This design comes from an exercise in tuning for small area, a short achievable clock period and few clock cycles per item on the open sky130 flow, not from production work. In this exercise RTL edits were held to simulation tests only and were not proved equivalent to the original. Power is estimated from default activity; no workload was simulated.

==> design/flow/design.v <==
module SQRT(
	RST,
	CLK,
	IN_VALID,
	IN,
	OUT_VALID,
	OUT
);
input CLK;
input RST;
input [15:0] IN;
input IN_VALID;
output [11:0] OUT;
output OUT_VALID;
reg OUT_VALID;
reg [13:0] G;       
reg [2:0] L;        
reg [13:0] E;       
reg formP;          
reg cin;            
wire idle = ~E[0];
reg [12:0] hot;
reg run;
integer i;
always @(*) begin
	run = 1'b1;
	for (i = 0; i < 13; i = i + 1) begin
		run = run & E[i];
		hot[i] = run & ~E[i+1];
	end
end
wire last = hot[0];
wire [12:0] B = E[13:1];
wire [14:0] sum = {1'b0, G} + {2'b01, ~B} + {14'd0, cin};
wire acc = sum[14];
wire xbit = L[2] ^ ~(L[1] | L[0]);   
wire inbit = (formP | acc) ? xbit : L[2];
wire [13:0] rem = acc ? sum[13:0] : G;
wire big = (&IN[15:4]) & (|IN[3:0]);
always @(posedge CLK) begin
	if (idle) begin
		G <= big ? 14'd0 : {1'b0, IN[15:3]};
		L <= big ? 3'd0 : IN[2:0];
		formP <= 1'b0;
		cin <= |IN[2:0];
	end else begin
		cin <= formP | acc | (|L[1:0]);
		G <= {rem[12:0], inbit};
		L <= {L[1:0], 1'b0};
		formP <= formP | acc;
	end
end
always @(posedge CLK) begin
	if (RST)
		E[0] <= 1'b0;
	else if (IN_VALID)
		E[0] <= 1'b1;
	else if (hot[0])
		E[0] <= 1'b0;
	for (i = 1; i < 14; i = i + 1) begin
		if (IN_VALID)
			E[i] <= (i < 12);
		else if (i >= 2 && hot[i-2])
			E[i] <= acc;
		else if (i < 13 && hot[i])
			E[i] <= 1'b0;
	end
end
assign OUT = E[13:2];
always @(posedge CLK) begin
	if (RST)
		OUT_VALID <= 1'b0;
	else
		OUT_VALID <= last;
end
endmodule
==> design/flow/flow/run.sh <==
#!/bin/bash
# Standard layout, except:
# - ABC maps the logic with flow/area.abc (area-oriented) instead of the speed script;
#   everything else in synthesis is the standard script (synth_recipe.tcl), so the
#   registers and their names are the standard synthesis's;
# - the smallest buffer on each input and output port;
# - timing repair aimed at a setup slack well beyond the required 0.
set -euo pipefail
W=$PWD
export BUFFER_PORTS_ARGS="-buffer_cell sky130_fd_sc_hd__buf_1"
export SETUP_SLACK_MARGIN=6.8
export MY_ABC_SCRIPT=$W/flow/area.abc
export FLOW_SYNTH_TCL=$W/synth_recipe.tcl
sed "s#SYNTH_SCRIPT=[^ ]*#SYNTH_SCRIPT=$W/flow/my_synth.tcl#" standard.sh > my_standard.sh
grep -q "SYNTH_SCRIPT=$W/flow/my_synth.tcl" my_standard.sh
bash my_standard.sh > standard_make.log 2>&1
==> design/flow/flow/area.abc <==
strash
&get -n
&dch -f
&nf -R 1000
&put
topo
==> design/flow/flow/my_synth.tcl <==
# The standard synthesis, with its ABC mapping script replaced by the one in MY_ABC_SCRIPT.
proc abc {args} {
  set i [lsearch -exact $args -script]
  if { $i >= 0 && [info exists ::env(MY_ABC_SCRIPT)] } {
    set args [lreplace $args [expr {$i + 1}] [expr {$i + 1}] $::env(MY_ABC_SCRIPT)]
  }
  yosys abc {*}$args
}
source $::env(FLOW_SYNTH_TCL)
==> design/flow/standard.sh <==
#!/bin/bash
# synth_recipe.tcl (not shown) runs the flow's synth.tcl, then flattens the netlist and writes it again
# the make line also repeats each setting of config.mk as NAME=value (left out here)
make -C /OpenROAD-flow-scripts/flow DESIGN_CONFIG=/design/flow/config.mk WORK_HOME=/design/flow/orfs CLKGATE_MAP_FILE= SYNTH_SCRIPT=/design/flow/synth_recipe.tcl "${@:-finish}"
==> design/flow/config.mk <==
export PLATFORM = sky130hd
export DESIGN_NAME = SQRT
export DESIGN_NICKNAME = SQRT
export VERILOG_FILES = /design/flow/design.v
export SDC_FILE = /design/flow/constraint.sdc
export NUM_CORES = 4
export LEC_CHECK = 0
export CAP_MARGIN = 20
export CORE_MARGIN = 2
export CORE_UTILIZATION = 60
export SLEW_MARGIN = 20
==> design/flow/constraint.sdc <==
create_clock -name core_clock -period 10.0 [get_ports {CLK}]
set_input_delay 2.0000 -clock core_clock [delete_from_list [all_inputs] [get_ports {CLK}]]
set_output_delay 2.0000 -clock core_clock [all_outputs]
set_load 0.01 [all_outputs]
==> results of run 1 <==
## power by group through the flow
| stage | clock (uW) | sequential (uW) | combinational, uW |
|---|---|---|---|
| after floorplan | 0 | 161 | 68.9 |
| after global routing | 78.8 | 164 | 108 |
| after detailed placement | 0 | 166 | 88.3 |
| after global placement | 0 | 166 | 86.9 |
| final | 70.3 | 162 | 93.6 |
| after CTS | 71.9 | 162 | 89.1 |
## metal layers
metal	vias to the layer above	part of all wire
met3	6	0.042
met5	-	0
li1	906	-
met4	0	0.011
met2	33	0.49
met1	768	0.46
## how the worst min path moves through the flow
stage / from / endpoint / depth (start not counted)
after floorplan: formP$_SDFF_PN0_ / formP$_SDFF_PN0_ / 2
after global placement: E[1]$_SDFFE_PP1P_ / E[1]$_SDFFE_PP1P_ / 2
after detailed placement: E[1]$_SDFFE_PP1P_ / E[1]$_SDFFE_PP1P_ / 2
after CTS: E[1]$_SDFFE_PP1P_ / E[1]$_SDFFE_PP1P_ / 2
after global routing: E[1]$_SDFFE_PP1P_ / E[1]$_SDFFE_PP1P_ / 2
final: E[1]$_SDFFE_PP1P_ / E[1]$_SDFFE_PP1P_ / 2
## per-stage QoR
step / cells / area [sq um] / hold slack, ns / utilization
after floorplan: 240 / 1868 / 0.4597 / -
after global placement: 292 / 1936 / 0.4781 / 0.6446
after global routing: 299 / 1999 / 0.5221 / 0.6658
after detailed placement: 292 / 1936 / 0.4889 / 0.6446
after CTS: 299 / 1981 / 0.5017 / 0.6596
final: 299 / 1999 / 0.4992 / 0.6658
## repair_timing
item / 4_1_cts / 5_1_grt
setup buffers: 0 / 0
gates resized for setup: 1 / 7
endpoints found under the setup margin: 22 / 27
## final cells by class
type,count,area share
inverters,17,0.03191
clock buffers,7,0.02253
flip-flops and latches,34,0.3404
multi-input cells,177,0.5263
well taps,33,0.02065
repair buffers,31,0.05820
## cells by family after synthesis
| family | count (synthesis) |
|---|---|
| AO/OA/AOI/OAI | 71 |
| XOR/XNOR | 8 |
| adder cells (fa/ha/maj) | 14 |
| buffers and inverters | 29 |
| flip-flops | 34 |
| AND/OR/NAND/NOR | 84 |
## placed cells by master (no fill, tap or decap), drive strengths merged
| master | netlist | layout |
|---|---|---|
| a2111oi | 1 | 1 |
| a211oi | 1 | 1 |
| a21o | 1 | 1 |
| a21oi | 13 | 13 |
| a22o | 3 | 3 |
| a311oi | 1 | 1 |
| a31oi | 9 | 9 |
| and2 | 3 | 3 |
| and3 | 2 | 2 |
| buf | 12 | 31 |
| clkbuf | 0 | 7 |
| clkinv | 17 | 17 |
| dfxtp | 34 | 34 |
| fa | 2 | 2 |
| ha | 12 | 12 |
| nand2 | 34 | 34 |
| nand3 | 10 | 10 |
| nand4 | 4 | 4 |
| nor2 | 24 | 24 |
| nor2b | 1 | 1 |
| nor3 | 3 | 3 |
| nor4 | 3 | 3 |
| o21ai | 37 | 37 |
| o221ai | 2 | 2 |
| o311ai | 2 | 2 |
| o32ai | 1 | 1 |
| xnor2 | 3 | 3 |
| xor2 | 5 | 5 |
## synth_stat cells, types with 4 or more instances
library cell	number
o21ai_0	37
dfxtp_1	34
nand2_1	34
nor2_1	24
clkinv_1	17
a21oi_1	13
buf_4	12
ha_1	12
nand3_1	10
a31oi_1	9
xor2_1	5
nand4_1	4
## state kept, by name (all words and copies together) (netlist names)
register,flops
E,14
G,14
L,3
OUT_VALID,1
cin,1
formP,1
==> flow_summary.toml, run 1 <==
[yosys]
syn-cell-area_sq_mm = 0.001868
yosysTopAreaCell = "dfxtp_1"
ys_types = 27
synth_edf_count = 0
synth-seq-area-share = 0.3644
synth-simple-area-share = 0.1949
yosys_warnings = 3
synth.mux.area_fraction = 0
synth_fp_nets = 273
ys.flop_type = "dfxtp_1"
synthAdderAreaFrac = 0.1018
avgSynthCellArea_sq_um = 7.784
syn_inst = 240
ys_ff_latch = 34
synth_compound_gate_area_share = 0.2190
synth-xor-area-share = 0.03751
netlist.area_leader.share = 0.3644
ys_top_cells_by_area = "dfxtp_1, o21ai_0, ha_1, nand2_1, buf_4"
async_reset_ff_frac = 0
synth_top_family_by_area = "compound AO/OA/AOI/OAI gates"

[timing]
period_needed_ns = 2.958
setup_tns_ns = 0
fin_skew_ns = 0.01475
timing.final.ws_setup_ns = 7.042
hold_violations = 0
relSlewSlack = 0.5456
worstMarginPinSlew_ns = 0.6806
setup-violations-final = 0
fmax_mhz = 338.1
maxSlewViolCount = 0
rsz0062_at_grt = "no"
layout_worst_path_cycle_share = 0.2958

[pwr]
p_total_uw = 326.2
power_leakage_uw = 0.0008134
power_switching_share = 0.3503
pwr-share-clk = 0.216
pwr-share-comb = 0.287
power_frac_seq = 0.497
power_density_mw_per_mm2 = 163.1
p_int_uw = 211.9
power.switching_uw = 114.3
irDropWorstVdd_v = 0.0001302

[critical_path]
path_class = "register to primary output"
startpoint_type = "register"
crit_required_ns = 8.00
max_stage_delay_ns = 0.43
crit_path_max_fanout = 6
reg2reg_to = "G[0]$_DFF_P_"
path_depth = 1
cpLargestDelayFamily = "flip-flops"
r2r_slack_ns = 7.13
cp_slowest_cell = "dfxtp_1"
crit_start = "E[8]$_SDFFE_PP1P_"
endpoint_kind = "primary output"
worstRegToRegCells = 16
crit_end = "OUT[6]"
critPathBufInv = 1
arrival_ns = 0.96
crit_chain = "buf_1"
rr_startpoint = "E[1]$_SDFFE_PP1P_"

[place]
gp_congestion = 0.8214
dp_slack_ns = 6.563
portBuffers = 31
place_hpwl_um = 2954

[global_routing]
grtUsageTotal = 0.2480
use_met1 = 0.2947
grt_pass1_vias = 1515
globalRouteMet2Util = 0.4239
grt_pass1_wl_um = 6603
busiest_layer = "met2"
grt_max_degree = 25
antenna_found_initial = 0
grtUsageMet3 = 0.06710
gr-total-overflow = 0

[floorplan]
die_x_um = 59.80
std_cell_rows = 20
dieArea_sq_mm = 0.003575
initial_core_util = 0.6221
core_area_sq_mm = 0.003003
die_h_um = 59.80
io_pins = 32

[hold_path]
min_path_type = "register to register"

[route]
vias = 1713
drc = 0
wl_per_cell_um = 13.01
ant_nets = 0
viasPerCell = 5.729
drt_iter0_drc = 65
drtPass1Iterations = 5
totalWireLength_um = 3890

[clocking]
cts.path.max_buffers = 2
clock-root-buffer = "clkbuf_4"
tritoncts = "done"
numCtsBuffers = 5
clock_latency_ns = 0.35
path_clk_slew_ns = 0.10
cts_sinks = 34
h-tree-depth = 2
hold_buffers = 0

[layout]
nNetsFinal = 299
num_antenna_cells = 0
area_growth_pct = 7.033
register_area_sq_um = 680.7
nFillCells = 275
drive_above_1_share = 0.03383
multi_input_area_sq_mm = 0.001052

[flow_run]
cap_violations = 0

[outcome]
outcome = "finished clean"
Testbench counts, summed over its fixed seeds: cycles 41,608, items 3,200.
==> inputs of run 2 (changes only) <==
--- a/design/flow/flow/run.sh
+++ b/design/flow/flow/run.sh
@@ -10,3 +10,3 @@
 export BUFFER_PORTS_ARGS="-buffer_cell sky130_fd_sc_hd__buf_1"
-export SETUP_SLACK_MARGIN=6.8
+export SETUP_SLACK_MARGIN=6.7
 export MY_ABC_SCRIPT=$W/flow/area.abc
==> run 2 against run 1 <==
Cell area shrank 0.44%. Synthesized cell count is the same. Clock power is essentially flat. Die area is the same. Maximum frequency shrank 5.6%. Largest power group unchanged. Sequential share of layout area grew 0.15 points. Sequential power is essentially flat. Combinational power shrank 2.8%. Area after synthesis is the same. Via count shrank 0.35%.
==> flow_summary.toml, run 2 <==
[critical_path]
cp_slowest_cell = "nor2_1"
crit_chain = "buf_1 -> nor4_1 -> nor4_1 -> nor2_1 -> nand2_1 -> o21ai_0"
crit_path_max_fanout = 16
path_class = "input pin to register"
r2r_slack_ns = 6.99
arrival_ns = 3.40
endpoint_kind = "register"
crit_top_cell = "nor4_1"
critPathBufInv = 1
crit_required_ns = 10.27
max_stage_delay_ns = 0.67
startpoint_type = "input pin"
cpLargestDelayFamily = "simple AND/OR/NAND/NOR gates"

[place]
dp_slack_ns = 6.563
gp_congestion = 0.8214
place_hpwl_um = 2954
portBuffers = 31

[timing]
maxSlewViolCount = 0
fmax_mhz = 319.3
fin_skew_ns = 0.01570
timing.final.ws_setup_ns = 6.868
setup-violations-final = 0
hold_violations = 0
relSlewSlack = 0.4209
layout_worst_path_cycle_share = 0.3132
period_needed_ns = 3.132
worstMarginPinSlew_ns = 0.8655
setup_tns_ns = 0
rsz0062_at_grt = "yes"

[yosys]
synth_common_cells = "o21ai_0, dfxtp_1, nand2_1, nor2_1, clkinv_1"
syn_inst = 240
async_reset_ff_frac = 0
synth_fp_nets = 273
ys_ff_latch = 34
synth_edf_count = 0
yosys_warnings = 3
ys.flop_type = "dfxtp_1"
yosysTopAreaCell = "dfxtp_1"
avgSynthCellArea_sq_um = 7.784
syn-cell-area_sq_mm = 0.001868
ys_types = 27
netlist.area_leader.share = 0.3644
ys_top_cells_by_area = "dfxtp_1, o21ai_0, ha_1, nand2_1, buf_4"
synth.most_common_cell = "o21ai_0"
synth-seq-area-share = 0.3644

[route]
totalWireLength_um = 3878
drc = 0
drtPass1Iterations = 4
ant_nets = 0
wl_per_cell_um = 12.97
viasPerCell = 5.709
vias = 1707
drt_iter0_drc = 72

[clocking]
numCtsBuffers = 5
h-tree-depth = 2
clock-root-buffer = "clkbuf_4"
post-cts-setup-buffers = 0
tritoncts = "done"
path_clk_slew_ns = 0.09
cts.path.max_buffers = 2
clock_latency_ns = 0.34
hold_buffers = 0
cts_sinks = 34

[pwr]
power_density_mw_per_mm2 = 162.4
power_leakage_uw = 0.0008088
p_total_uw = 323.2
irDropWorstVdd_v = 0.0001318

[layout]
fin_util = 0.6629
layout_commonest_cell = "o21ai_0"
nFillCells = 278
top_regs = "E (14), G (14), L (3)"
area_growth_pct = 6.564
num_antenna_cells = 0
nNetsFinal = 299
final_cell_mix = "o21ai_0, dfxtp_1, nand2_1"
drive_above_1_share = 0.03008

[global_routing]
grtUsageTotal = 0.2480
gr-total-overflow = 0
antenna_found_initial = 0
grt_pass1_vias = 1515
grt_max_degree = 25
grt_pass1_wl_um = 6603

[floorplan]
io_pins = 32
initial_core_util = 0.6221
std_cell_rows = 20
dieArea_sq_mm = 0.003575
core_area_sq_mm = 0.003003
die_h_um = 59.80
die_x_um = 59.80

[flow_run]
cap_violations = 0

[hold_path]
min_path_type = "register to register"

[outcome]
outcome = "finished clean"
run 2: cell types whose count changed in the layout (fill, tap and decap cells not counted):
cell	change
nand2_2	+1
and2_4	-1
nor2_2	-1
o21ai_1	-1
nor2_1	+1
nand2_4	-1
o21ai_0	+1
and2_2	+1
run 2: worst reg2reg max path, delay by kind of cell (launching register included):
family	cells	cell delay [ns]
AO/OA/AOI/OAI	4	0.71
adder cells (fa/ha/maj)	2	0.60
buffers and inverters	2	0.16
flip-flops	1	0.35
AND/OR/NAND/NOR	8	1.10
run 2: final timing paths:
kind | startpoint | endpoint | depth (start not counted)
worst max register to register | E[1]$_SDFFE_PP1P_ | G[0]$_DFF_P_ | 16
worst min-delay path | E[1]$_SDFFE_PP1P_ | E[1]$_SDFFE_PP1P_ | 2
worst max-delay path | IN[1] | G[11]$_DFF_P_ | 6
worst min register to register | E[1]$_SDFFE_PP1P_ | E[1]$_SDFFE_PP1P_ | 2
run 2: cell type report:
| class | count | area (sq um) | share of cell area |
|---|---|---|---|
| clock buffer | 7 | 45.04 | 0.02263 |
| tap | 33 | 41.29 | 0.02074 |
| multi-input combinational | 177 | 1044 | 0.5242 |
| inverter | 17 | 63.81 | 0.03206 |
| sequential | 34 | 680.7 | 0.3419 |
| timing repair buffer | 31 | 116.4 | 0.05845 |
run 2: cells by family (layout without fill, tap and decap cells):
family,after synthesis,after routing,share of synthesized area
adders and majority gates,14,14,0.1018
xor gates and xnor gates,8,8,0.03751
AOI/OAI and AO/OA,71,71,0.2190
buffers and inverters,29,55,0.08239
and+or+nand+nor,84,84,0.1949
DFF,34,34,0.3644
run 2: routing by layer:
layer	vias to the layer above	part of all wire	global-route usage
li1	902	-	-
met3	6	0.038	0.06710
met4	0	0.015	0.09206
met5	-	0	0
met1	770	0.46	0.2947
met2	29	0.49	0.4239
run 2: power by group:
| part | switching [uW] | internal [uW] |
|---|---|---|
| Combinational | 57.3 | 33.6 |
| Sequential | 11.9 | 150 |
| Clock | 43.7 | 26.5 |
| Total | 113 | 210 |
run 2: through the flow:
step | std cells | cell area, sq um | hold slack (ns)
after floorplan | 240 | 1868 | 0.4597
after global routing | 299 | 1991 | 0.5221
after global placement | 292 | 1936 | 0.4781
after CTS | 299 | 1981 | 0.5017
final | 299 | 1991 | 0.4981
after detailed placement | 292 | 1936 | 0.4889
run 2: what timing repair did:
action / in CTS / in global routing
resized for setup: 1 / 3
setup endpoints to repair: 10 / 22
hold endpoints to repair: 0 / 0
==> inputs of run 3 (changes only) <==
--- a/design/flow/flow/run.sh
+++ b/design/flow/flow/run.sh
@@ -10,3 +10,3 @@
 export BUFFER_PORTS_ARGS="-buffer_cell sky130_fd_sc_hd__buf_1"
-export SETUP_SLACK_MARGIN=6.7
+export SETUP_SLACK_MARGIN=7.0
 export MY_ABC_SCRIPT=$W/flow/area.abc
--- a/design/flow/config.mk
+++ b/design/flow/config.mk
@@ -9,3 +9,3 @@
 export CORE_MARGIN = 2
-export CORE_UTILIZATION = 60
+export CORE_UTILIZATION = 75
 export SLEW_MARGIN = 20
==> run 3 against run 2 <==
Worst setup slack improved by 0.18 ns. Area after synthesis unchanged. Count of clock-buffer cells in the layout decreased by 1. Critical path type is now register to primary output. Largest power group unchanged. Highest routed layer unchanged. Flip-flop and latch count unchanged. Sequential power barely moved. Maximum frequency is 6.0% higher. Still clean on timing, DRC and antenna. Clock power up 89%. Non-clock buffer count unchanged. Critical path depth down 5. Routed wire length up 9.0%. Total power rose by 22%. Cell area up 4.8%.
==> flow_summary.toml, run 3 <==
[timing]
layout_worst_path_cycle_share = 0.2956
setup-violations-final = 0
worstMarginPinSlew_ns = 0.7624
relSlewSlack = 0.4910
hold_violations = 0
hold_slack_ns = 0.5034
period_needed_ns = 2.956
setup_tns_ns = 0
rsz0062_at_grt = "yes"
maxSlewViolCount = 0
fmax_mhz = 338.3
fin_skew_ns = 0.01073

[yosys]
synth_fp_nets = 273
synth-simple-area-share = 0.1949
synth.mux.area_fraction = 0
synth_edf_count = 0
ys.flop_type = "dfxtp_1"
synth.most_common_cell = "o21ai_0"
syn-cell-area_sq_mm = 0.001868
synthAdderAreaFrac = 0.1018
ys_top_cells_by_area = "dfxtp_1, o21ai_0, ha_1, nand2_1, buf_4"
async_reset_ff_frac = 0
synth-xor-area-share = 0.03751
synth_top_family_by_area = "compound AO/OA/AOI/OAI gates"
synth_compound_gate_area_share = 0.2190
avgSynthCellArea_sq_um = 7.784
yosysTopAreaCell = "dfxtp_1"
ys_types = 27
yosys_warnings = 3
synth-seq-area-share = 0.3644
syn_inst = 240
netlist.area_leader.share = 0.3644
synth_common_cells = "o21ai_0, dfxtp_1, nand2_1, nor2_1, clkinv_1"
ys_ff_latch = 34

[pwr]
power_leakage_uw = 0.0008501
irDropWorstVdd_v = 0.0001613
p_total_uw = 395.5
power_density_mw_per_mm2 = 189.6

[layout]
drive_above_1_share = 0.05993
top_regs = "E (14), G (14), L (3)"
final_cell_mix = "o21ai_0, dfxtp_1, nand2_1"
nFillCells = 152
fin_cells = 297
nNetsFinal = 299
fin_area_sq_mm = 0.002086
num_antenna_cells = 0
layout_commonest_cell = "o21ai_0"
area_growth_pct = 11.65

[route]
ant_nets = 0
wl_per_cell_um = 14.23
viasPerCell = 5.939
totalWireLength_um = 4226
drc = 0
drt_iter0_drc = 28
vias = 1764
drtPass1Iterations = 4

[hold_path]
whs_path_depth = 2
min_path_type = "register to register"
hold_path.startpoint = "E[1]$_SDFFE_PP1P_"
min_to = "E[1]$_SDFFE_PP1P_"

[clocking]
post-cts-setup-buffers = 0
numCtsBuffers = 5
cts_sinks = 34
hold_buffers = 0
tritoncts = "done"
h-tree-depth = 2
cts_resized = 4
clock-root-buffer = "clkbuf_4"
cts.path.max_buffers = 2
clock_latency_ns = 0.35
path_clk_slew_ns = 0.11

[critical_path]
startpoint_type = "register"
endpoint_kind = "primary output"
cp_slowest_cell = "dfxtp_1"
rr_startpoint = "E[3]$_SDFFE_PP1P_"
max_stage_delay_ns = 0.44
path_class = "register to primary output"
crit_chain = "buf_1"
crit_path_max_fanout = 5
reg2reg_to = "G[12]$_DFF_P_"
cpLargestDelayFamily = "flip-flops"
crit_required_ns = 8.00
path_depth = 1
r2r_slack_ns = 7.18
critPathBufInv = 1
arrival_ns = 0.96
worstRegToRegCells = 12

[global_routing]
gr-total-overflow = 0
antenna_found_initial = 0
grtUsageTotal = 0.3035
grt_pass1_wl_um = 6244
grt_pass1_vias = 1532
grt_max_degree = 25

[floorplan]
core_area_sq_mm = 0.002410
dieArea_sq_mm = 0.002906
initial_core_util = 0.7752
die_h_um = 53.91
io_pins = 32
std_cell_rows = 18
die_x_um = 53.91

[flow_run]
cap_violations = 0

[place]
gp_congestion = 0.8347
placed_area_sq_mm = 0.001934
portBuffers = 31
place_hpwl_um = 2898
place_inst = 289

[outcome]
outcome = "finished clean"
-- run 3: kinds of logic after synthesis --
logic type,Yosys count
AOI/OAI and AO/OA,71
buffers and inverters,29
and+or+nand+nor,84
xor gates and xnor gates,8
DFF,34
adders and majority gates,14
-- run 3: worst max-delay path by stage --
stage                    end              start
5_1_grt        G[12]$_DFF_P_  E[1]$_SDFFE_PP1P_
4_1_cts         G[0]$_DFF_P_  E[1]$_SDFFE_PP1P_
6_report              OUT[1]  E[3]$_SDFFE_PP1P_
3_5_place_dp   G[10]$_DFF_P_  E[1]$_SDFFE_PP1P_
2_1_floorplan   G[2]$_DFF_P_              IN[1]
3_3_place_gp   G[10]$_DFF_P_  E[1]$_SDFFE_PP1P_
-- run 3: final cells by class --
class	instances	area, sq um	area share
well taps	30	37.54	0.01800
clock inverters	2	60.06	0.02879
repair buffers	31	116.4	0.05579
multi-input cells	177	1075	0.5153
clock buffers	6	51.30	0.02460
flip-flops and latches	34	681.9	0.3269
inverters	17	63.81	0.03059
-- run 3: worst min-delay path: cells and delay by family (launching register included) --
kind | cells | cell delay [ns]
DFF | 1 | 0.36
and+or+nand+nor | 2 | 0.12
-- run 3: layer usage --
layer,vias up,wire length (um),track usage
met1,824,1791,0.3333
li1,895,-,-
met4,0,75,0.1111
met5,-,0,0
met3,9,136,0.08611
met2,36,2223,0.5488
-- run 3: report_power, final --
group / switching (uW) / leakage, uW / internal (uW) / total, uW
Combinational: 62.7 / 0.000510 / 36.6 / 99.3
Sequential: 12.7 / 0.000281 / 150 / 163
Clock: 48.6 / 0.0000585 / 84.7 / 133
Total: 124 / 0.000850 / 271 / 395
-- run 3: stage by stage --
stage | worst slack (ns) | utilization
after floorplan | 7.060 | -
after global placement | 6.716 | 0.8027
after detailed placement | 6.630 | 0.8027
after CTS | 7.003 | 0.8505
after global routing | 6.975 | 0.8655
final | 7.044 | 0.8655
==> inputs of run 4 (changes only) <==
--- a/design/flow/config.mk
+++ b/design/flow/config.mk
@@ -9,3 +9,3 @@
 export CORE_MARGIN = 2
-export CORE_UTILIZATION = 75
+export CORE_UTILIZATION = 60
 export SLEW_MARGIN = 20
==> run 4 against run 3 <==
Still clean on timing, DRC and antenna. Via count shrank 3.9%. Worst hold slack better by 0.0020 ns. Critical path depth stayed put. Critical path type unchanged.
==> flow_summary.toml, run 4 <==
[critical_path]
startpoint_type = "register"
cp_slowest_cell = "dfxtp_1"
endpoint_kind = "primary output"
arrival_ns = 0.94
crit_path_max_fanout = 5
cpLargestDelayFamily = "flip-flops"
crit_start = "E[2]$_SDFFE_PP1P_"
critPathBufInv = 1
crit_required_ns = 8.00
path_class = "register to primary output"
crit_chain = "buf_1"
max_stage_delay_ns = 0.44
rr_startpoint = "E[1]$_SDFFE_PP1P_"

[route]
vias = 1696
drc = 0
wl_per_cell_um = 12.86
ant_nets = 0
viasPerCell = 5.691
drtPass1Iterations = 4
totalWireLength_um = 3831
drt_iter0_drc = 63

[yosys]
synth_edf_count = 0
ys.flop_type = "dfxtp_1"
netlist.area_leader.share = 0.3644
syn_inst = 240
synth.most_common_cell = "o21ai_0"
synth_common_cells = "o21ai_0, dfxtp_1, nand2_1, nor2_1, clkinv_1"
yosys_warnings = 3
ys_ff_latch = 34
syn-cell-area_sq_mm = 0.001868
ys_types = 27
async_reset_ff_frac = 0
yosysTopAreaCell = "dfxtp_1"
ys_top_cells_by_area = "dfxtp_1, o21ai_0, ha_1, nand2_1, buf_4"
synth_fp_nets = 273
synth-seq-area-share = 0.3644
avgSynthCellArea_sq_um = 7.784

[timing]
fin_skew_ns = 0.008217
layout_worst_path_cycle_share = 0.2945
setup_tns_ns = 0
hold_violations = 0
rsz0062_at_grt = "no"
setup-violations-final = 0
maxSlewViolCount = 0
worstMarginPinSlew_ns = 0.7165
fmax_mhz = 339.6
period_needed_ns = 2.945
relSlewSlack = 0.5217

[clocking]
cts_sinks = 34
numCtsBuffers = 5
cts.path.max_buffers = 2
clock_latency_ns = 0.33
tritoncts = "done"
path_clk_slew_ns = 0.10
h-tree-depth = 2
post-cts-setup-buffers = 0
clock-root-buffer = "clkbuf_4"

[layout]
final_cell_mix = "o21ai_0, dfxtp_1, nand2_1"
multi_input_area_sq_mm = 0.001064
num_antenna_cells = 0
nNetsFinal = 299
fin_cells = 298
nFillCells = 279
drive_above_1_share = 0.04528
top_regs = "E (14), G (14), L (3)"
fin_util = 0.6717
register_area_sq_um = 680.7
area_growth_pct = 7.970
layout_commonest_cell = "o21ai_0"

[floorplan]
dieArea_sq_mm = 0.003575
core_area_sq_mm = 0.003003
std_cell_rows = 20
io_pins = 32
die_x_um = 59.80
die_h_um = 59.80
initial_core_util = 0.6221

[global_routing]
antenna_found_initial = 0
grtUsageTotal = 0.2429
grt_max_degree = 25
gr-total-overflow = 0
grt_pass1_vias = 1583
grt_pass1_wl_um = 6561

[hold_path]
hold_path.startpoint = "E[1]$_SDFFE_PP1P_"
min_path_type = "register to register"

[pwr]
power_density_mw_per_mm2 = 164.2
power_leakage_uw = 0.0008220
irDropWorstVdd_v = 0.00009650

[place]
gp_congestion = 0.8182
place_hpwl_um = 2961
place_inst = 292
portBuffers = 31

[outcome]
outcome = "finished clean"

[flow_run]
cap_violations = 0
run 4: cell counts after synthesis:
No cell type changed its count.
run 4: per-stage QoR:
stage	hold WS (ns)	worst slack (ns)	total power [uW]	cell area [sq um]
6_report	0.5054	7.055	331.2	2017
2_1_floorplan	0.4597	7.060	230.1	1871
5_1_grt	0.5203	6.992	353.5	2017
4_1_cts	0.5018	6.909	329.6	1993
3_3_place_gp	0.4779	6.665	252.9	1938
3_5_place_dp	0.4884	6.582	254.0	1938
run 4: kinds of logic after synthesis:
group / Yosys count / synth area share
flops: 34 / 0.3644
xor+xnor: 8 / 0.03751
compound gates: 71 / 0.2190
fa+ha+maj: 14 / 0.1018
simple gates: 84 / 0.1949
buf+inv: 29 / 0.08239
run 4: what timing repair did:
| item | in CTS | in global routing |
|---|---|---|
| pin swaps | 0 | 0 |
| gates resized for setup | 3 | 9 |
| hold buffers | 0 | 0 |
| setup endpoints to repair | 24 | 25 |
| endpoints found under the hold margin | 0 | 0 |
run 4: final cells by class:
class / instances / share of cell area
Clock buffer: 6 / 0.02543
Multi-Input combinational cell: 177 / 0.5273
Inverter: 17 / 0.03164
Tap cell: 33 / 0.02047
Timing Repair Buffer: 31 / 0.05769
Sequential cell: 34 / 0.3375
run 4: power breakdown:
| part | internal (uW) | total (uW) | switching (uW) |
|---|---|---|---|
| clock | 31.7 | 74.5 | 42.9 |
| sequential | 150 | 162 | 11.9 |
| combinational | 35.5 | 94.5 | 59.0 |
| total | 217 | 331 | 114 |
run 4: path summary, 6_finish.rpt:
check	endpoint	slack, ns	depth (start not counted)
max	OUT[0]	7.06	1
min	E[1]$_SDFFE_PP1P_	0.51	2
max reg2reg	G[10]$_DFF_P_	7.17	13
min reg2reg	E[1]$_SDFFE_PP1P_	0.51	2
run 4: tightest hold or removal path, stage by stage (launching register included):
cell and delay (ns):
dfxtp_1 0.36, nand2_1 0.07, nand2_1 0.05
run 4: metal layers:
layer	vias to the layer above	track usage	part of all wire
met2	32	0.4130	0.51
met5	-	0	0
met1	754	0.2972	0.44
met3	7	0.04329	0.031
met4	0	0.1079	0.017
li1	903	-	-
==> inputs of run 5 (changes only) <==
--- a/design/flow/config.mk
+++ b/design/flow/config.mk
@@ -10,2 +10,5 @@
 export CORE_UTILIZATION = 60
+export CTS_BUF_LIST = sky130_fd_sc_hd__clkbuf_8
+export CTS_CLUSTER_DIAMETER = 200
+export CTS_CLUSTER_SIZE = 40
 export SLEW_MARGIN = 20
==> run 5 against run 4 <==
Synthesized cell count unchanged. Largest cell class unchanged. Still clean on timing, DRC and antenna. Register-to-register slack better by 0.04 ns. Maximum frequency down 0.20%. First-iteration DRC count up 59%. Via count up 0.12%. Highest routed layer unchanged. Flip-flop and latch count unchanged. Largest power group unchanged.
==> flow_summary.toml, run 5 <==
[global_routing]
gr-total-overflow = 0
grt_max_degree = 25
grt_pass1_vias = 1547
grtUsageTotal = 0.2410
grt_pass1_wl_um = 6499
antenna_found_initial = 0

[timing]
layout_worst_path_cycle_share = 0.2951
worstMarginPinSlew_ns = 0.7288
rsz0062_at_grt = "yes"
setup-violations-final = 0
fin_skew_ns = 0.009100
fmax_mhz = 338.9
hold_violations = 0
maxSlewViolCount = 0
setup_tns_ns = 0
period_needed_ns = 2.951
relSlewSlack = 0.5135

[critical_path]
arrival_ns = 3.12
path_class = "input pin to register"
crit_start = "IN[14]"
crit_path_max_fanout = 16
r2r_slack_ns = 7.21
startpoint_type = "input pin"
endpoint_kind = "register"
worstRegToRegCells = 16
reg2reg_to = "G[0]$_DFF_P_"
rr_startpoint = "E[1]$_SDFFE_PP1P_"
crit_required_ns = 10.17

[route]
viasPerCell = 5.679
totalWireLength_um = 3900
drc = 0
wl_per_cell_um = 13.04
drt_iter0_drc = 100
drtPass1Iterations = 4
ant_nets = 0
vias = 1698

[outcome]
outcome = "finished clean"

[clocking]
hold_buffers = 0
clock_latency_ns = 0.28
h-tree-depth = 2
numCtsBuffers = 5
cts.path.max_buffers = 2
clock-root-buffer = "clkbuf_8"
path_clk_slew_ns = 0.06
cts_sinks = 34
tritoncts = "done"

[pwr]
power_frac_seq = 0.455
power.switching_uw = 115.8
power_leakage_uw = 0.0008469
irDropWorstVdd_v = 0.00008856
pwr-share-comb = 0.272
p_total_uw = 356.3
p_int_uw = 240.4
pwr-share-clk = 0.272
power_density_mw_per_mm2 = 171.4
power_switching_share = 0.3251

[place]
place_inst = 292
portBuffers = 31
gp_congestion = 0.8182
place_hpwl_um = 2961

[layout]
final_cell_mix = "o21ai_0, dfxtp_1, nand2_1"
fin_cells = 299
top_regs = "E (14), G (14), L (3)"
layout_commonest_cell = "o21ai_0"
area_growth_pct = 11.25
nNetsFinal = 300
num_antenna_cells = 0
drive_above_1_share = 0.05263
fin_util = 0.6921

[floorplan]
die_h_um = 59.80
die_x_um = 59.80
initial_core_util = 0.6221
dieArea_sq_mm = 0.003575
core_area_sq_mm = 0.003003
io_pins = 32
std_cell_rows = 20

[yosys]
synth.most_common_cell = "o21ai_0"
yosysTopAreaCell = "dfxtp_1"
avgSynthCellArea_sq_um = 7.784
synth_edf_count = 0
synth_fp_nets = 273
ys_ff_latch = 34
syn-cell-area_sq_mm = 0.001868
yosys_warnings = 3
synth_common_cells = "o21ai_0, dfxtp_1, nand2_1, nor2_1, clkinv_1"
syn_inst = 240
ys_types = 27
async_reset_ff_frac = 0
ys.flop_type = "dfxtp_1"
synth-seq-area-share = 0.3644
netlist.area_leader.share = 0.3644
ys_top_cells_by_area = "dfxtp_1, o21ai_0, ha_1, nand2_1, buf_4"

[hold_path]
min_to = "E[1]$_SDFFE_PP1P_"
whs_path_depth = 2
min_path_type = "register to register"
hold_path.startpoint = "E[1]$_SDFFE_PP1P_"

[flow_run]
cap_violations = 0
run 5: changes by cell type in the layout (fill, tap and decap cells not counted):
cell / delta
nor4_2: +1
clkbuf_4: -5
nor2_1: +1
a311oi_2: +1
nor2_2: -1
clkbuf_8: +5
nor4_1: -1
buf_12: +1
a311oi_1: -1
run 5: metrics by stage:
| stage | cell area, sq um | hold slack (ns) | setup WS (ns) |
|---|---|---|---|
| CTS | 2031 | 0.4972 | 7.046 |
| global placement | 1938 | 0.4779 | 6.665 |
| detailed placement | 1938 | 0.4884 | 6.582 |
| finish | 2078 | 0.4969 | 7.049 |
| global route | 2078 | 0.5147 | 6.936 |
| floorplan | 1871 | 0.4597 | 7.060 |
run 5: cell families (layout without fill, tap and decap cells):
kind of cell | count (synthesis) | count (layout) | share of synthesized area
and+or+nand+nor | 84 | 84 | 0.1949
AOI/OAI and AO/OA | 71 | 71 | 0.2190
DFF | 34 | 34 | 0.3644
buffers and inverters | 29 | 55 | 0.08239
adders and majority gates | 14 | 14 | 0.1018
xor gates and xnor gates | 8 | 8 | 0.03751
run 5: power groups by stage:
stage,combinational [uW],clock [uW],sequential [uW]
finish,96.9,97.1,162
global route,110,105,164
CTS,91.7,101,162
detailed placement,88.5,0,165
global placement,87.3,0,166
floorplan,68.9,0,161
run 5: worst max path at each step:
| stage | end | slack (ns) | cells after the start |
|---|---|---|---|
| final | G[2]$_DFF_P_ | 7.05 | 6 |
| after floorplan | G[2]$_DFF_P_ | 7.06 | 4 |
| after global routing | G[0]$_DFF_P_ | 6.94 | 16 |
| after detailed placement | G[10]$_DFF_P_ | 6.58 | 13 |
| after CTS | G[10]$_DFF_P_ | 7.05 | 13 |
| after global placement | G[10]$_DFF_P_ | 6.66 | 13 |
run 5: layout make-up:
| class | instances | area (sq um) |
|---|---|---|
| tap | 33 | 41.29 |
| fill | 269 | 924.6 |
| clock buffer | 6 | 82.58 |
| sequential | 34 | 680.7 |
| multi-input combinational | 177 | 1074 |
| inverter | 17 | 63.81 |
| timing repair buffer | 32 | 136.4 |
run 5: critical path, cell delays in order:
cell	delay (ns)
buf_1	0.09
nand4_1	0.15
nor4_2	0.40
nor2_4	0.08
buf_12	0.17
a22o_1	0.22
run 5: per-layer routing:
| layer | GRT usage | vias up | wire length [um] |
|---|---|---|---|
| li1 | - | 902 | - |
| met1 | 0.2995 | 762 | 1712 |
| met2 | 0.4084 | 32 | 2000 |
| met3 | 0.05628 | 2 | 168 |
| met4 | 0.07937 | 0 | 18 |
| met5 | 0 | - | 0 |
run 5: what timing repair did:
| action | in CTS | in global routing |
|---|---|---|
| setup endpoints to repair | 24 | 17 |
| gates resized for setup | 5 | 8 |
| hold endpoints to repair | 0 | 0 |
| setup buffers | 0 | 1 |
| pin swaps | 0 | 1 |
==> inputs of run 6 (changes only) <==
--- a/design/flow/flow/run.sh
+++ b/design/flow/flow/run.sh
@@ -10,3 +10,4 @@
 export BUFFER_PORTS_ARGS="-buffer_cell sky130_fd_sc_hd__buf_1"
-export SETUP_SLACK_MARGIN=7.0
+export SETUP_SLACK_MARGIN=6.9
+export RECOVER_POWER=100
 export MY_ABC_SCRIPT=$W/flow/area.abc
--- a/design/flow/config.mk
+++ b/design/flow/config.mk
@@ -10,5 +10,2 @@
 export CORE_UTILIZATION = 60
-export CTS_BUF_LIST = sky130_fd_sc_hd__clkbuf_8
-export CTS_CLUSTER_DIAMETER = 200
-export CTS_CLUSTER_SIZE = 40
 export SLEW_MARGIN = 20
==> run 6 against run 5 <==
Sequential share of layout area up 1.5 points. Still clean. Total power decreased by 8.5%. Worst hold slack better by 0.0077 ns. Highest routed layer unchanged. Critical path depth up 7. Critical path type is now register to register. Register-to-register slack lost 0.69 ns. Non-clock buffer count fell by 1. Combinational power decreased by 7.1%.
==> flow_summary.toml, run 6 <==
[outcome]
outcome = "finished clean"

[route]
ant_nets = 0
drtPass1Iterations = 4
totalWireLength_um = 3871
vias = 1708
viasPerCell = 5.732
wl_per_cell_um = 12.99
drc = 0
drt_iter0_drc = 67

[critical_path]
arrival_ns = 3.70
r2r_slack_ns = 6.52
crit_required_ns = 10.22
crit_top_cell = "o21ai_0"
endpoint_kind = "register"
crit_path_max_fanout = 24
path_class = "register to register"
crit_chain = "clkinv_1 -> fa_1 -> clkinv_1 -> fa_1 -> o21ai_0 -> nand3_1 -> nand2_1 -> a21oi_1 -> o21ai_0 -> nand2_1 -> and2_0 -> a311oi_1 -> o21ai_0"
max_stage_delay_ns = 0.59
cp_slowest_cell = "and2_0"
startpoint_type = "register"

[timing]
rsz0062_at_grt = "no"
fmax_mhz = 287.3
setup-violations-final = 0
worstMarginPinSlew_ns = 1.139
setup_tns_ns = 0
maxSlewViolCount = 0
period_needed_ns = 3.481
relSlewSlack = 0.2403
hold_violations = 0
hold_slack_ns = 0.5046
timing.final.ws_setup_ns = 6.519
fin_skew_ns = 0.006567
layout_worst_path_cycle_share = 0.3481

[floorplan]
io_pins = 32
die_x_um = 59.80
std_cell_rows = 20
initial_core_util = 0.6221
dieArea_sq_mm = 0.003575
core_area_sq_mm = 0.003003
die_h_um = 59.80

[yosys]
ys_types = 27
synth_top_family_by_area = "compound AO/OA/AOI/OAI gates"
async_reset_ff_frac = 0
ys_ff_latch = 34
ys_top_cells_by_area = "dfxtp_1, o21ai_0, ha_1, nand2_1, buf_4"
synth.most_common_cell = "o21ai_0"
avgSynthCellArea_sq_um = 7.784
synth-seq-area-share = 0.3644
synth_compound_gate_area_share = 0.2190
synth-xor-area-share = 0.03751
synth_fp_nets = 273
synth-simple-area-share = 0.1949
syn-cell-area_sq_mm = 0.001868
yosys_warnings = 3
synth_edf_count = 0
synth.mux.area_fraction = 0
netlist.area_leader.share = 0.3644
synth_common_cells = "o21ai_0, dfxtp_1, nand2_1, nor2_1, clkinv_1"
ys.flop_type = "dfxtp_1"
synthAdderAreaFrac = 0.1018
syn_inst = 240
yosysTopAreaCell = "dfxtp_1"

[clocking]
clock-root-buffer = "clkbuf_4"
path_clk_slew_ns = 0.10
tritoncts = "done"
cts.path.max_buffers = 2
numCtsBuffers = 5
clock_latency_ns = 0.33
cts_sinks = 34
hold_buffers = 0
h-tree-depth = 2

[global_routing]
grt_pass1_vias = 1583
grtUsageTotal = 0.2429
gr-total-overflow = 0
antenna_found_initial = 0
grt_max_degree = 25
grt_pass1_wl_um = 6561

[hold_path]
min_path_type = "register to register"

[layout]
num_antenna_cells = 0
nFillCells = 283
final_cell_mix = "o21ai_0, dfxtp_1, nand2_1"
area_growth_pct = 6.430
layout_commonest_cell = "o21ai_0"
top_regs = "E (14), G (14), L (3)"
fin_util = 0.6621
nNetsFinal = 299
drive_above_1_share = 0.02264
fin_area_sq_mm = 0.001988

[pwr]
p_int_uw = 214.4
power_leakage_uw = 0.0008109
pwr-share-clk = 0.227
pwr-share-comb = 0.276
power_density_mw_per_mm2 = 164.0
irDropWorstVdd_v = 0.00009562
power_frac_seq = 0.497
power_switching_share = 0.3424
power.switching_uw = 111.6

[place]
dp_slack_ns = 6.582
portBuffers = 31
gp_congestion = 0.8182
place_hpwl_um = 2961
placed_area_sq_mm = 0.001938

[flow_run]
cap_violations = 0
-- run 6: worst paths after layout --
path | startpoint | to | cells after the start
max | E[1]$_SDFFE_PP1P_ | G[10]$_DFF_P_ | 13
max reg2reg | E[1]$_SDFFE_PP1P_ | G[10]$_DFF_P_ | 13
min | E[1]$_SDFFE_PP1P_ | E[1]$_SDFFE_PP1P_ | 2
min reg2reg | E[1]$_SDFFE_PP1P_ | E[1]$_SDFFE_PP1P_ | 2
-- run 6: power by group through the flow --
| stage | registers (uW) | clock network, uW | logic [uW] |
|---|---|---|---|
| 6_report | 162 | 74.0 | 90.0 |
| 5_1_grt | 164 | 80.9 | 104 |
| 4_1_cts | 162 | 76.8 | 90.5 |
| 3_5_place_dp | 165 | 0 | 88.5 |
| 3_3_place_gp | 166 | 0 | 87.3 |
| 2_1_floorplan | 161 | 0 | 68.9 |
-- run 6: cell families (layout without fill, tap and decap cells) --
group	count (synthesis)	count (layout)
AO/OA/AOI/OAI	71	71
XOR/XNOR	8	8
adder cells (fa/ha/maj)	14	14
buffers and inverters	29	54
flip-flops	34	34
AND/OR/NAND/NOR	84	84
-- run 6: per-layer routing --
layer  global-route usage  wire length, um  vias to the layer above
li1                     -                -                      908
met1               0.2972             1728                      769
met2               0.4130             1987                       24
met3              0.04329               90                        7
met4               0.1079               65                        0
met5                    0                0                        -
-- run 6: cell type report --
| cell class | count | area, sq um | share of cell area |
|---|---|---|---|
| Multi-Input combinational cell | 177 | 1035 | 0.5205 |
| Inverter | 17 | 63.81 | 0.03210 |
| Clock buffer | 6 | 51.30 | 0.02580 |
| Timing Repair Buffer | 31 | 116.4 | 0.05853 |
| Sequential cell | 34 | 680.7 | 0.3424 |
| Tap cell | 33 | 41.29 | 0.02077 |
-- run 6: metrics by stage --
step	instances	power, uW
after global placement	292	252.9
after global routing	298	348.9
after CTS	298	329.6
after detailed placement	292	254.0
after floorplan	240	230.1
final	298	326.0
-- run 6: timing repair --
item	in CTS	in global routing
cloned	0	0
gates resized for setup	3	5
setup buffers	0	0
setup endpoints to repair	24	12
-- run 6: worst max-delay path: cells and delay by family (launching register included) --
kind                       cells  cell delay [ns]
AOI/OAI and AO/OA              5             1.29
adders and majority gates      2             0.59
buffers and inverters          2             0.16
DFF                            1             0.35
and+or+nand+nor                4             0.96
==> inputs of run 7 (changes only) <==
--- a/design/flow/flow/run.sh
+++ b/design/flow/flow/run.sh
@@ -11,3 +11,2 @@
 export SETUP_SLACK_MARGIN=6.9
-export RECOVER_POWER=100
 export MY_ABC_SCRIPT=$W/flow/area.abc
==> run 7 against run 6 <==
Maximum frequency grew 18%. Sequential share of layout area shrank 0.21 points. Non-clock buffer count is the same. Die area is the same. Via count grew 0.47%. Cell area grew 0.63%. Core utilization grew 0.42 points. Area after synthesis is the same. Global-route usage is the same. Largest cell class unchanged.
==> flow_summary.toml, run 7 <==
[global_routing]
grtUsageTotal = 0.2429
antenna_found_initial = 0
grt_pass1_wl_um = 6561
grt_pass1_vias = 1583
grt_max_degree = 25
gr-total-overflow = 0

[timing]
hold_violations = 0
layout_worst_path_cycle_share = 0.2942
timing.final.ws_setup_ns = 7.058
worstMarginPinSlew_ns = 0.7020
period_needed_ns = 2.942
setup-violations-final = 0
rsz0062_at_grt = "no"
maxSlewViolCount = 0
fmax_mhz = 339.9
relSlewSlack = 0.5313
fin_skew_ns = 0.008673
setup_tns_ns = 0

[route]
vias = 1716
drc = 0
drt_iter0_drc = 67
totalWireLength_um = 3876
viasPerCell = 5.758
ant_nets = 0
wl_per_cell_um = 13.01
drtPass1Iterations = 4

[layout]
fin_util = 0.6663
nNetsFinal = 299
drive_above_1_share = 0.03396
layout_commonest_cell = "o21ai_0"
area_growth_pct = 7.100
num_antenna_cells = 0
top_regs = "E (14), G (14), L (3)"
final_cell_mix = "o21ai_0, dfxtp_1, nand2_1"

[yosys]
syn-cell-area_sq_mm = 0.001868
synth_common_cells = "o21ai_0, dfxtp_1, nand2_1, nor2_1, clkinv_1"
ys_top_cells_by_area = "dfxtp_1, o21ai_0, ha_1, nand2_1, buf_4"
async_reset_ff_frac = 0
syn_inst = 240
ys.flop_type = "dfxtp_1"
yosys_warnings = 3
netlist.area_leader.share = 0.3644
ys_ff_latch = 34
synth_edf_count = 0
ys_types = 27
synth.most_common_cell = "o21ai_0"
synth_fp_nets = 273
avgSynthCellArea_sq_um = 7.784
yosysTopAreaCell = "dfxtp_1"
synth-seq-area-share = 0.3644

[clocking]
clock_latency_ns = 0.33
cts_sinks = 34
cts.path.max_buffers = 2
hold_buffers = 0
clock-root-buffer = "clkbuf_4"
path_clk_slew_ns = 0.09
tritoncts = "done"
h-tree-depth = 2
post-cts-setup-buffers = 0
numCtsBuffers = 5

[floorplan]
dieArea_sq_mm = 0.003575
core_area_sq_mm = 0.003003
initial_core_util = 0.6221
std_cell_rows = 20
die_h_um = 59.80
die_x_um = 59.80
io_pins = 32

[pwr]
power_leakage_uw = 0.0008166
power_density_mw_per_mm2 = 164.7
irDropWorstVdd_v = 0.00009655
p_total_uw = 329.6

[critical_path]
startpoint_type = "register"
crit_chain = "buf_1"
endpoint_kind = "primary output"
r2r_slack_ns = 7.15
crit_required_ns = 8.00
rr_startpoint = "E[1]$_SDFFE_PP1P_"
reg2reg_to = "G[10]$_DFF_P_"
worstRegToRegCells = 13
arrival_ns = 0.94
critPathBufInv = 1
path_class = "register to primary output"
max_stage_delay_ns = 0.44
crit_path_max_fanout = 5
cpLargestDelayFamily = "flip-flops"
cp_slowest_cell = "dfxtp_1"

[hold_path]
hold_path.startpoint = "E[1]$_SDFFE_PP1P_"
min_path_type = "register to register"
whs_path_depth = 2
min_to = "E[1]$_SDFFE_PP1P_"

[place]
dp_slack_ns = 6.582
place_hpwl_um = 2961
gp_congestion = 0.8182
portBuffers = 31

[flow_run]
cap_violations = 0

[outcome]
outcome = "finished clean"
## run 7: final cells by class
type | instances | area, sq um
Sequential cell | 34 | 680.7
Inverter | 17 | 63.81
Clock buffer | 6 | 51.30
Multi-Input combinational cell | 177 | 1047
Fill cell | 281 | 1002
Tap cell | 33 | 41.29
Timing Repair Buffer | 31 | 116.4
## run 7: metal layers
layer,part of all wire,GRT usage,vias up,wire length [um]
li1,-,-,907,-
met1,0.45,0.2972,776,1741
met2,0.51,0.4130,26,1985
met3,0.021,0.04329,7,83
met4,0.017,0.1079,0,65
met5,0,0,-,0
## run 7: through the flow
stage | cell area [sq um] | hold WS, ns | cells
after floorplan | 1871 | 0.4597 | 240
after global placement | 1938 | 0.4779 | 292
after detailed placement | 1938 | 0.4884 | 292
after CTS | 1993 | 0.5018 | 298
after global routing | 2001 | 0.5203 | 298
final | 2001 | 0.5038 | 298
## run 7: logic make-up after synthesis
family,Yosys count,share of synthesized area
compound gates,71,0.2190
flops,34,0.3644
fa+ha+maj,14,0.1018
buf+inv,29,0.08239
simple gates,84,0.1949
xor+xnor,8,0.03751
## run 7: worst max-delay path by stage
stage | startpoint | endpoint | slack, ns | depth (start not counted)
4_1_cts | E[1]$_SDFFE_PP1P_ | G[10]$_DFF_P_ | 6.91 | 13
5_1_grt | E[1]$_SDFFE_PP1P_ | G[0]$_DFF_P_ | 6.90 | 16
3_3_place_gp | E[1]$_SDFFE_PP1P_ | G[10]$_DFF_P_ | 6.66 | 13
6_report | E[2]$_SDFFE_PP1P_ | OUT[0] | 7.06 | 1
2_1_floorplan | IN[1] | G[2]$_DFF_P_ | 7.06 | 4
3_5_place_dp | E[1]$_SDFFE_PP1P_ | G[10]$_DFF_P_ | 6.58 | 13
## run 7: tightest hold or removal path: stages, from the launching register on
cell,delay [ns]
dfxtp_1,0.35
nand2_1,0.07
nand2_1,0.05
## run 7: repair_timing
item	CTS	global route
setup endpoints to repair	24	12
gates resized for setup	3	5
gates cloned	0	0
## run 7: power by group
group	total, uW	switching [uW]	internal (uW)
sequential	162	11.9	150
clock	74.0	42.4	31.6
combinational	93.4	58.6	34.8
total	330	113	217
==> inputs of run 8 (changes only) <==
--- a/design/flow/flow/run.sh
+++ b/design/flow/flow/run.sh
@@ -11,2 +11,3 @@
 export SETUP_SLACK_MARGIN=6.9
+export CTS_ARGS="-sink_clustering_enable -repair_clock_nets -dont_use_dummy_load"
 export MY_ABC_SCRIPT=$W/flow/area.abc
--- a/design/flow/config.mk
+++ b/design/flow/config.mk
@@ -9,3 +9,3 @@
 export CORE_MARGIN = 2
-export CORE_UTILIZATION = 60
+export CORE_UTILIZATION = 65
 export SLEW_MARGIN = 20
==> run 8 against run 7 <==
Still clean on timing, DRC and antenna. Total power shrank 2.0%. Core utilization grew 6.6 points. Routed wire length shrank 0.15%. Area after synthesis is the same. Clock skew grew 0.0055 ns. Highest routed layer unchanged.
==> flow_summary.toml, run 8 <==
[outcome]
outcome = "finished clean"

[route]
m1WireLength_um = 1649
drt_iter0_drc = 85
wl_per_cell_um = 13.12
topRoutingLayerUsed = "met4"
totalWireLength_um = 3870
drc = 0
wl_met3_um = 156
viasPerCell = 5.892
ant_nets = 0
vias = 1738
dr_wl_met2_um = 1998
drtPass1Iterations = 4

[yosys]
netlist.area_leader.share = 0.3644
syn_inst = 240
synth_common_cells = "o21ai_0, dfxtp_1, nand2_1, nor2_1, clkinv_1"
ys_types = 27
ys_ff_latch = 34
avgSynthCellArea_sq_um = 7.784
synth-seq-area-share = 0.3644
yosys_warnings = 3
synth_fp_nets = 273
synth_edf_count = 0
async_reset_ff_frac = 0
synth.most_common_cell = "o21ai_0"
ys_top_cells_by_area = "dfxtp_1, o21ai_0, ha_1, nand2_1, buf_4"
ys.flop_type = "dfxtp_1"
yosysTopAreaCell = "dfxtp_1"
syn-cell-area_sq_mm = 0.001868

[floorplan]
dieArea_sq_mm = 0.003319
core_area_sq_mm = 0.002734
die_h_um = 57.61
io_pins = 32
initial_core_util = 0.6833
std_cell_rows = 19
die_x_um = 57.61

[timing]
layout_worst_path_cycle_share = 0.2951
setup_tns_ns = 0
period_needed_ns = 2.951
hold_slack_ns = 0.4979
worstMarginPinSlew_ns = 0.7317
setup-violations-final = 0
relSlewSlack = 0.5115
hold_violations = 0
fmax_mhz = 338.9
fin_skew_ns = 0.01416
maxSlewViolCount = 0
rsz0062_at_grt = "no"

[layout]
final_cell_mix = "o21ai_0, dfxtp_1, nand2_1"
nNetsFinal = 299
num_antenna_cells = 0
fin_util = 0.7323
area_growth_pct = 7.167
drive_above_1_share = 0.04167
layout_commonest_cell = "o21ai_0"
top_regs = "E (14), G (14), L (3)"

[clocking]
hold_buffers = 0
clock-root-buffer = "clkbuf_4"
cts_sinks = 34
numCtsBuffers = 5
h-tree-depth = 2
clock_latency_ns = 0.34
post-cts-setup-buffers = 0
cts.path.max_buffers = 2
path_clk_slew_ns = 0.09
tritoncts = "done"

[critical_path]
crit_end = "OUT[6]"
r2r_slack_ns = 7.14
worstRegToRegCells = 12
max_stage_delay_ns = 0.44
startpoint_type = "register"
cpLargestDelayFamily = "flip-flops"
critPathBufInv = 1
crit_path_max_fanout = 6
rr_startpoint = "E[1]$_SDFFE_PP1P_"
reg2reg_to = "G[12]$_DFF_P_"
cp_slowest_cell = "dfxtp_1"
arrival_ns = 0.95
crit_start = "E[8]$_SDFFE_PP1P_"
path_class = "register to primary output"
path_depth = 1
endpoint_kind = "primary output"
crit_chain = "buf_1"
crit_required_ns = 8.00

[pwr]
power_leakage_uw = 0.0008132
p_total_uw = 323.0
power_density_mw_per_mm2 = 161.3
irDropWorstVdd_v = 0.0001670

[global_routing]
grt_pass1_wl_um = 6541
grt_pass1_vias = 1598
gr-total-overflow = 0
grt_max_degree = 25
antenna_found_initial = 0
grtUsageTotal = 0.2581

[hold_path]
hold_path.startpoint = "E[1]$_SDFFE_PP1P_"
min_path_type = "register to register"

[place]
place_hpwl_um = 2941
portBuffers = 31
gp_congestion = 0.8445

[flow_run]
cap_violations = 0
[run 8: kinds of logic (layout without fill, tap and decap cells)]
family                     Yosys count  in the layout  synth area share
buffers and inverters               29             53           0.08239
AOI/OAI and AO/OA                   71             71            0.2190
adders and majority gates           14             14            0.1018
DFF                                 34             34            0.3644
xor gates and xnor gates             8              8           0.03751
and+or+nand+nor                     84             84            0.1949
[run 8: area by class of cell]
cell class	instances	area (sq um)
repair buffers	31	116.4
clock buffers	5	37.54
flip-flops and latches	34	680.7
well taps	31	38.79
multi-input cells	177	1065
fillers	245	732.0
inverters	17	63.81
[run 8: worst reg2reg max path: cells and delay by family, from the launching register on]
kind            cells  cell delay, ns
compound gates      5            1.25
fa+ha+maj           1            0.47
buf+inv             1            0.14
flops               1            0.39
simple gates        5            0.51
[run 8: per-layer routing]
layer | vias up | track usage
li1 | 893 | -
met1 | 804 | 0.2930
met2 | 33 | 0.4545
met3 | 8 | 0.07366
met4 | 0 | 0.1030
met5 | - | 0
[run 8: timing repair]
action / in CTS / in global routing
resized for setup: 3 / 8
setup endpoints to repair: 24 / 13
hold endpoints to repair: 0 / 0
[run 8: per-stage QoR]
stage,instance area (sq um),setup slack (ns),cells
after global routing,2002,6.855,295
after detailed placement,1936,6.554,290
after floorplan,1871,7.060,240
final,2002,7.049,295
after CTS,1977,6.908,295
after global placement,1936,6.677,290
[run 8: worst min path at each step]
stage / slack (ns) / end / cells after the start
3_5_place_dp: 0.48 / E[1]$_SDFFE_PP1P_ / 2
4_1_cts: 0.50 / E[1]$_SDFFE_PP1P_ / 2
2_1_floorplan: 0.46 / formP$_SDFF_PN0_ / 2
3_3_place_gp: 0.48 / E[1]$_SDFFE_PP1P_ / 2
5_1_grt: 0.52 / formP$_SDFF_PN0_ / 2
6_report: 0.50 / E[1]$_SDFFE_PP1P_ / 2
[run 8: report_power, final]
| group | internal, uW | switching, uW | leakage (uW) |
|---|---|---|---|
| Clock | 23.4 | 41.8 | 0.0000230 |
| Combinational | 35.8 | 60.0 | 0.000508 |
| Sequential | 150 | 11.7 | 0.000282 |
==> inputs of run 9 (changes only) <==
--- a/design/flow/config.mk
+++ b/design/flow/config.mk
@@ -9,3 +9,3 @@
 export CORE_MARGIN = 2
-export CORE_UTILIZATION = 65
+export CORE_UTILIZATION = 45
 export SLEW_MARGIN = 20
==> run 9 against run 8 <==
Clock skew is 0.0019 ns lower. Still clean. Area after synthesis stayed put. Flip-flop and latch count stayed put. Worst hold slack worse by 0.00083 ns. Sequential share of layout area is 0.95 points lower. Global-route usage is 7.4 points lower. First-iteration DRC count is 2.4% higher. Combinational power is 3.1% lower. Clock power is 38% higher. Largest cell class unchanged. Sequential power hardly changed.
==> flow_summary.toml, run 9 <==
[critical_path]
crit_path_max_fanout = 6
max_stage_delay_ns = 0.42
startpoint_type = "register"
crit_chain = "buf_1"
arrival_ns = 0.87
cpLargestDelayFamily = "flip-flops"
endpoint_kind = "primary output"
critPathBufInv = 1
path_class = "register to primary output"
crit_required_ns = 8.00
r2r_slack_ns = 7.19
cp_slowest_cell = "dfxtp_1"

[timing]
hold_violations = 0
rsz0062_at_grt = "yes"
setup_tns_ns = 0
relSlewSlack = 0.5097
maxSlewViolCount = 0
fmax_mhz = 347.9
setup-violations-final = 0
worstMarginPinSlew_ns = 0.7345
layout_worst_path_cycle_share = 0.2874
fin_skew_ns = 0.01222
period_needed_ns = 2.874

[yosys]
synth_edf_count = 0
syn_inst = 240
synth_common_cells = "o21ai_0, dfxtp_1, nand2_1, nor2_1, clkinv_1"
synth.most_common_cell = "o21ai_0"
avgSynthCellArea_sq_um = 7.784
ys_top_cells_by_area = "dfxtp_1, o21ai_0, ha_1, nand2_1, buf_4"
netlist.area_leader.share = 0.3644
synth_fp_nets = 273
ys.flop_type = "dfxtp_1"
yosysTopAreaCell = "dfxtp_1"
async_reset_ff_frac = 0
ys_ff_latch = 34
yosys_warnings = 3
syn-cell-area_sq_mm = 0.001868
synth-seq-area-share = 0.3644
ys_types = 27

[place]
place_hpwl_um = 2969
gp_congestion = 0.8179
portBuffers = 31
place_inst = 309

[layout]
fin_cells = 315
area_growth_pct = 10.25
top_regs = "E (14), G (14), L (3)"
drive_above_1_share = 0.03396
layout_commonest_cell = "o21ai_0"
nNetsFinal = 300
num_antenna_cells = 0
final_cell_mix = "o21ai_0, dfxtp_1, nand2_1"

[pwr]
pwr-share-comb = 0.269
pwr-share-clk = 0.260
power_frac_seq = 0.471
power_switching_share = 0.3310
power.switching_uw = 114.2
irDropWorstVdd_v = 0.0001195
p_int_uw = 230.9
power_density_mw_per_mm2 = 167.6
power_leakage_uw = 0.0008326

[hold_path]
min_path_type = "register to register"

[global_routing]
grt_pass1_wl_um = 6403
grtUsageTotal = 0.1845
grt_pass1_vias = 1533
grt_max_degree = 25
antenna_found_initial = 0
gr-total-overflow = 0

[clocking]
path_clk_slew_ns = 0.06
hold_buffers = 0
tritoncts = "done"
numCtsBuffers = 5
h-tree-depth = 2
clock_latency_ns = 0.29
cts_sinks = 34
cts.path.max_buffers = 2
clock-root-buffer = "clkbuf_8"

[route]
drt_iter0_drc = 87
wl_per_cell_um = 12.52
vias = 1692
ant_nets = 0
viasPerCell = 5.371
drc = 0
totalWireLength_um = 3945
drtPass1Iterations = 4

[floorplan]
die_h_um = 68.43
die_x_um = 68.43
io_pins = 32
core_area_sq_mm = 0.004000
dieArea_sq_mm = 0.004683
std_cell_rows = 23
initial_core_util = 0.4670

[flow_run]
cap_violations = 0

[outcome]
outcome = "finished clean"
[run 9: final timing paths]
check / from / end / cells past startpoint
hold / removal: E[1]$_SDFFE_PP1P_ / E[1]$_SDFFE_PP1P_ / 2
setup / recovery: E[8]$_SDFFE_PP1P_ / OUT[6] / 1
setup reg to reg: E[1]$_SDFFE_PP1P_ / G[0]$_DFF_P_ / 16
hold reg to reg: E[1]$_SDFFE_PP1P_ / E[1]$_SDFFE_PP1P_ / 2
[run 9: through the flow]
| step | worst slack (ns) | utilization | hold WS [ns] | power, uW | instance area, sq um |
|---|---|---|---|---|---|
| 6_report | 7.126 | 0.5149 | 0.4970 | 345.1 | 2059 |
| 2_1_floorplan | 7.060 | - | 0.4597 | 230.1 | 1871 |
| 4_1_cts | 7.007 | 0.5080 | 0.4930 | 344.0 | 2032 |
| 3_5_place_dp | 6.630 | 0.4898 | 0.4841 | 253.6 | 1959 |
| 3_3_place_gp | 6.693 | 0.4898 | 0.4844 | 253.4 | 1959 |
| 5_1_grt | 6.873 | 0.5149 | 0.5432 | 369.6 | 2059 |
[run 9: layer usage]
| layer | part of all wire | GRT usage | routed length [um] |
|---|---|---|---|
| met1 | 0.45 | 0.2212 | 1768 |
| met2 | 0.50 | 0.3209 | 1969 |
| met3 | 0.036 | 0.03947 | 143 |
| met4 | 0.016 | 0.06750 | 62 |
| met5 | 0 | 0 | 0 |
[run 9: power by group through the flow]
stage | logic, uW | clock network [uW] | registers (uW)
after global routing | 108 | 97.3 | 165
after floorplan | 68.9 | 0 | 161
after CTS | 89.4 | 91.8 | 163
after global placement | 87.6 | 0 | 166
final | 92.9 | 89.8 | 162
after detailed placement | 88.0 | 0 | 166
[run 9: final cells by class]
cell class / instances / area [sq um]
Clock buffer: 5 / 68.82
Fill cell: 429 / 1941
Inverter: 17 / 63.81
Multi-Input combinational cell: 177 / 1047
Sequential cell: 34 / 680.7
Tap cell: 50 / 62.56
Timing Repair Buffer: 32 / 136.4
[run 9: timing repair]
action	CTS	global route
setup endpoints to repair	24	16
pin swaps	0	1
buffers inserted	0	1
resized for setup	3	5
[run 9: cell families (layout without fill, tap and decap cells)]
kind of cell | Yosys count | in the layout | share of synthesized area
and+or+nand+nor | 84 | 84 | 0.1949
buffers and inverters | 29 | 54 | 0.08239
AOI/OAI and AO/OA | 71 | 71 | 0.2190
adders and majority gates | 14 | 14 | 0.1018
DFF | 34 | 34 | 0.3644
xor gates and xnor gates | 8 | 8 | 0.03751

==> port drivers added, routing unchanged <==
The flow's constraints put no driver on any port. The routed layouts listed below were extracted and timed again, unchanged, in two steps. Step 1, drivers: a clkbuf_16 drives CLK and a buf_2 each remaining input, both assumed. Step 2 adds t to the input delays and takes it off the output delays; t is the mean of the earliest and latest rising clock arrival at the registers after step 1. Input paths then give back, and output paths get back, about the clock's delay inside the block. Slacks: ideal ports / drivers / drivers and shift; pairs: ideal ports / drivers.
| run | shift t [ns] | setup slack, ns | worst hold slack (ns) | worst setup path at the end | clock arrival spread, ns |
|---|---|---|---|---|---|
| run 1 | 0.361 | 7.042 / 7.020 / 6.777 | 0.499 / 0.499 / 0.499 | input to register | 0.015 / 0.015 |
| run 2 | 0.357 | 6.868 / 6.870 / 6.513 | 0.498 / 0.498 / 0.498 | input to register | 0.015 / 0.015 |
| run 3 | 0.364 | 7.044 / 7.022 / 6.763 | 0.503 / 0.503 / 0.503 | input to register | 0.011 / 0.011 |
| run 4 | 0.351 | 7.055 / 7.034 / 6.777 | 0.505 / 0.505 / 0.505 | input to register | 0.008 / 0.009 |
| run 5 | 0.299 | 7.049 / 7.051 / 6.752 | 0.497 / 0.497 / 0.497 | input to register | 0.009 / 0.009 |
| run 6 | 0.351 | 6.519 / 6.519 / 6.505 | 0.505 / 0.505 / 0.505 | input to register | 0.007 / 0.007 |
| run 7 | 0.351 | 7.058 / 7.037 / 6.774 | 0.504 / 0.504 / 0.504 | input to register | 0.008 / 0.009 |
| run 8 | 0.360 | 7.049 / 7.026 / 6.800 | 0.498 / 0.498 / 0.498 | input to register | 0.014 / 0.014 |
| run 9 | 0.305 | 7.126 / 7.101 / 6.833 | 0.497 / 0.497 / 0.497 | input to register | 0.012 / 0.012 |
After both steps setup and hold are still met in every run listed. For run 2, which loses most, drivers alone change the setup slack by +0.002 ns; drivers and shift together by -0.355 ns.
